From an optimization exercise on the open Yosys and OpenROAD flow, aimed at small area and a short achievable clock period; shortcuts taken in it are not production practice. No driver is modelled on the clock port, so clock power and skew are understated where the tree is cut down; a real chip needs a root buffer or a tree. Power figures rest on the tool's default switching activity, not on a simulated workload.

## the baseline
==> module Col0_Links, before the edit <==
module Col0_Links (
    input  [23:0] p,
    output [10:0] l     
);
    wire [1:0] d [0:7];
    genvar k;
    generate for (k = 0; k < 8; k = k + 1) begin : g_d
        assign d[k] = p[3*k+1 +: 2];
    end endgenerate
    wire bs02 = (d[0] == d[5]) | (d[1] == d[4]);
    wire bd02 = (d[0] == d[4]) | (d[1] == d[5]);
    wire bs03 = (d[0] == d[7]) | (d[1] == d[6]);
    wire bd03 = (d[0] == d[6]) | (d[1] == d[7]);
    wire bs12 = (d[2] == d[5]) | (d[3] == d[4]);
    wire bd12 = (d[2] == d[4]) | (d[3] == d[5]);
    wire bs13 = (d[2] == d[7]) | (d[3] == d[6]);
    wire bd13 = (d[2] == d[6]) | (d[3] == d[7]);
    wire bs23 = (d[4] == d[7]) | (d[5] == d[6]);
    wire bd23 = (d[4] == d[6]) | (d[5] == d[7]);
    assign l[0]  = (d[0] == d[2]) | (d[1] == d[3]);      
    assign l[1]  = ~((bs02 & bd12) | (bd02 & bs12));     
    assign l[2]  = ~((bs03 & bd13) | (bd03 & bs13));     
    assign l[3]  = bd02;
    assign l[4]  = bs12;
    assign l[5]  = bd12;
    assign l[6]  = bs13;
    assign l[7]  = bd13;
    assign l[8]  = bs23;
    assign l[9]  = bd23;
    assign l[10] = bd03;
endmodule
==> module Col0_Settings, before the edit <==
module Col0_Settings (
    input  [10:0] l,
    output [2:0]  s0       
);
    wire bd01 = l[0], h2 = l[1], h3 = l[2], bd02 = l[3];
    wire bs12 = l[4], bd12 = l[5], bs13 = l[6], bd13 = l[7];
    wire bs23 = l[8], bd23 = l[9], bd03 = l[10];
    wire s1 = ~bd01 & h2 & h3;
    wire s2 = (bs12 | bd12) ? (s1 ^ bd12) : ~bd02;
    wire s3 = (bs13 | bd13) ? (s1 ^ bd13) : (bs23 | bd23) ? (s2 ^ bd23) : ~bd03;
    assign s0 = {s3, s2, s1};
endmodule
==> module Benes_8p, before the edit <==
module Benes_8p (input wire [2:0] mp0, mp1, mp2, mp3, mp4, mp5, mp6, mp7,
    input clk,
    output wire [19:0] state
);
    wire [23:0] p0 = {mp7, mp6, mp5, mp4, mp3, mp2, mp1, mp0};
    wire [10:0] l_w;
    Col0_Links c0l(.p(p0), .l(l_w));
    reg [23:0] p1;
    reg [10:0] l1;
    always @(posedge clk) begin
        p1 <= p0;
        l1 <= l_w;
    end
    wire [2:0] s0_w;
    Col0_Settings c0s(.l(l1), .s0(s0_w));
    reg [2:0] s0_2;
    reg [7:0] su_2;      
    reg [3:0] lu_2;      
    reg [5:0] sl_2;      
    wire [3:0] s0x = {s0_w, 1'b1};
    integer r;
    always @(posedge clk) begin
        s0_2 <= s0_w;
        for (r = 0; r < 4; r = r + 1) begin
            su_2[2*r +: 2] <= s0x[r] ? p1[6*r+1 +: 2] : p1[6*r+4 +: 2];
            lu_2[r]        <= s0x[r] ? p1[6*r]        : p1[6*r+3];
        end
        sl_2[1:0] <= p1[5:4];                         
        sl_2[2]   <= s0x[1] ? p1[11]    : p1[8];      
        sl_2[4:3] <= s0x[2] ? p1[17:16] : p1[14:13];  
        sl_2[5]   <= s0x[3] ? p1[22]    : p1[19];     
    end
    wire [3:0] t_w;
    wire [4:0] bu_w, bl_w;
    genvar j;
    generate for (j = 0; j < 4; j = j + 1) begin : g_t
        assign t_w[j] = (su_2[1:0] == j & ~lu_2[0]) | (su_2[3:2] == j & ~lu_2[1]) |
                        (su_2[5:4] == j & ~lu_2[2]) | (su_2[7:6] == j & ~lu_2[3]);
    end endgenerate
    Sub_Route bu(.g0(su_2[1:0]), .g1h(su_2[3]), .g2(su_2[5:4]), .g3l(su_2[6]), .s(bu_w));
    Sub_Route bl(.g0(sl_2[1:0]), .g1h(sl_2[2]), .g2(sl_2[4:3]), .g3l(sl_2[5]), .s(bl_w));
    reg [16:0] q3, q4, q5, q6, q7;
    always @(posedge clk) begin
        q3 <= {t_w, s0_2, bl_w, bu_w};
        q4 <= q3;
        q5 <= q4;
        q6 <= q5;
        q7 <= q6;
    end
    assign state[0]  = 1'b1;
    assign state[1]  = 1'b1;
    assign state[2]  = q7[1];
    assign state[3]  = q7[3];
    assign state[4]  = q7[13];
    assign state[5]  = q7[10];
    assign state[6]  = q7[0];
    assign state[7]  = q7[2];
    assign state[8]  = q7[4];
    assign state[9]  = q7[14];
    assign state[10] = q7[11];
    assign state[11] = 1'b1;
    assign state[12] = q7[6];
    assign state[13] = q7[8];
    assign state[14] = q7[15];
    assign state[15] = q7[12];
    assign state[16] = q7[5];
    assign state[17] = q7[7];
    assign state[18] = q7[9];
    assign state[19] = q7[16];
endmodule
clock: 2.5 ns
lec_check: 0
cap_margin: 20
core_margin: 2
core_utilization: 60
setup_slack_margin: 1.3
slew_margin: 20
standard.sh (not shown) runs the stock make flow with config.mk's settings and CLKGATE_MAP_FILE= SYNTH_SCRIPT=/design/flow/synth_recipe.tcl, a recipe that flattens the netlist after the stock synthesis.
==> flow/flow/run.sh <==
#!/bin/bash
# The standard layout, with the clock tree built by flow/clock_tree.tcl (a
# tree with up to FLOW_CTS_LEAF registers per leaf buffer) in
# place of TritonCTS's.
set -euo pipefail
here=$(pwd)
export FLOW_CTS_LEAF=${FLOW_CTS_LEAF:-38}
export FLOW_CLOCK_PORT=clk
bash standard.sh "PRE_CTS_TCL=$here/flow/clock_tree.tcl" "BUFFER_PORTS_ARGS=-buffer_cell sky130_fd_sc_hd__buf_2" finish > "$here/make_finish.log" 2>&1
test -f out/final.def
Other scripts of this flow, unchanged in this note and not shown: flow/flow/clock_tree.tcl
### the baseline -> the candidate
--- a/flow/design.v
+++ b/flow/design.v
@@ -1,8 +1,8 @@
 module Col0_Links (
     input  [23:0] p,
-    output [10:0] l     
+    output [8:0] l     
 );
     wire [1:0] d [0:7];
     genvar k;
     generate for (k = 0; k < 8; k = k + 1) begin : g_d
         assign d[k] = p[3*k+1 +: 2];
@@ -15,30 +15,28 @@
     wire bd12 = (d[2] == d[4]) | (d[3] == d[5]);
     wire bs13 = (d[2] == d[7]) | (d[3] == d[6]);
     wire bd13 = (d[2] == d[6]) | (d[3] == d[7]);
     wire bs23 = (d[4] == d[7]) | (d[5] == d[6]);
     wire bd23 = (d[4] == d[6]) | (d[5] == d[7]);
-    assign l[0]  = (d[0] == d[2]) | (d[1] == d[3]);      
-    assign l[1]  = ~((bs02 & bd12) | (bd02 & bs12));     
-    assign l[2]  = ~((bs03 & bd13) | (bd03 & bs13));     
-    assign l[3]  = bd02;
-    assign l[4]  = bs12;
-    assign l[5]  = bd12;
-    assign l[6]  = bs13;
-    assign l[7]  = bd13;
-    assign l[8]  = bs23;
-    assign l[9]  = bd23;
-    assign l[10] = bd03;
+    wire bd01 = (d[0] == d[2]) | (d[1] == d[3]);
+    assign l[0] = ~(bd01 | (bs02 & bd12) | (bd02 & bs12) | (bs03 & bd13) | (bd03 & bs13));
+    assign l[1] = bd02;
+    assign l[2] = bs12;
+    assign l[3] = bd12;
+    assign l[4] = bs13;
+    assign l[5] = bd13;
+    assign l[6] = bs23;
+    assign l[7] = bd23;
+    assign l[8] = bd03;
 endmodule
 module Col0_Settings (
-    input  [10:0] l,
+    input  [8:0]  l,
     output [2:0]  s0       
 );
-    wire bd01 = l[0], h2 = l[1], h3 = l[2], bd02 = l[3];
-    wire bs12 = l[4], bd12 = l[5], bs13 = l[6], bd13 = l[7];
-    wire bs23 = l[8], bd23 = l[9], bd03 = l[10];
-    wire s1 = ~bd01 & h2 & h3;
+    wire s1   = l[0], bd02 = l[1];
+    wire bs12 = l[2], bd12 = l[3], bs13 = l[4], bd13 = l[5];
+    wire bs23 = l[6], bd23 = l[7], bd03 = l[8];
     wire s2 = (bs12 | bd12) ? (s1 ^ bd12) : ~bd02;
     wire s3 = (bs13 | bd13) ? (s1 ^ bd13) : (bs23 | bd23) ? (s2 ^ bd23) : ~bd03;
     assign s0 = {s3, s2, s1};
 endmodule
 module Sub_Route (
@@ -60,14 +58,14 @@
 module Benes_8p (input wire [2:0] mp0, mp1, mp2, mp3, mp4, mp5, mp6, mp7,
     input clk,
     output wire [19:0] state
 );
     wire [23:0] p0 = {mp7, mp6, mp5, mp4, mp3, mp2, mp1, mp0};
-    wire [10:0] l_w;
+    wire [8:0] l_w;
     Col0_Links c0l(.p(p0), .l(l_w));
     reg [23:0] p1;
-    reg [10:0] l1;
+    reg [8:0] l1;
     always @(posedge clk) begin
         p1 <= p0;
         l1 <= l_w;
     end
     wire [2:0] s0_w;
## What came out
The baseline ended with every stage complete and zero timing, DRC or antenna violations.
The candidate completed end to end with timing, DRC and antenna clean.
Area of combinational cells with multiple inputs | the candidate below the baseline
The candidate vs the baseline on power per cell area: the candidate is the lower one.
Wire length of the first global-routing pass was lower in the run labelled the candidate.
The candidate ended up with a lower least setup slack across all paths after layout than the baseline did.
Relative to the baseline, the number of nets in the final layout measured on the candidate has decreased by more than 10%.
No functional check of the RTL was part of any run of this note. In every run of this note, the design's own scripts or RTL, not TritonCTS, make the clock network.

==> re-timing with driven ports <==
The results above use ideal ports. As a check the final layouts listed here were re-extracted and re-timed, cells and wires unchanged.
Step 1, drivers: a clkbuf_16 drives clk and a buf_2 each remaining input, both assumed.
Step 2 also shifts input and output timing later by t, the mid clock arrival at the registers, as if the neighbouring blocks saw the same clock.
Three values: ideal ports, drivers, drivers and shift; two values: the first two.
run | t, ns | setup slack, ns | cell pins on the clock port's net
the baseline | 0.244 | 1.105 / 1.105 / 1.105 | 4
the candidate | 0.240 | 1.056 / 1.057 / 1.032 | 4
After both steps setup and hold are still met in every run listed. The setup slack of the candidate, which loses most, moves by +0.001 ns with the drivers and by -0.024 ns with both steps.
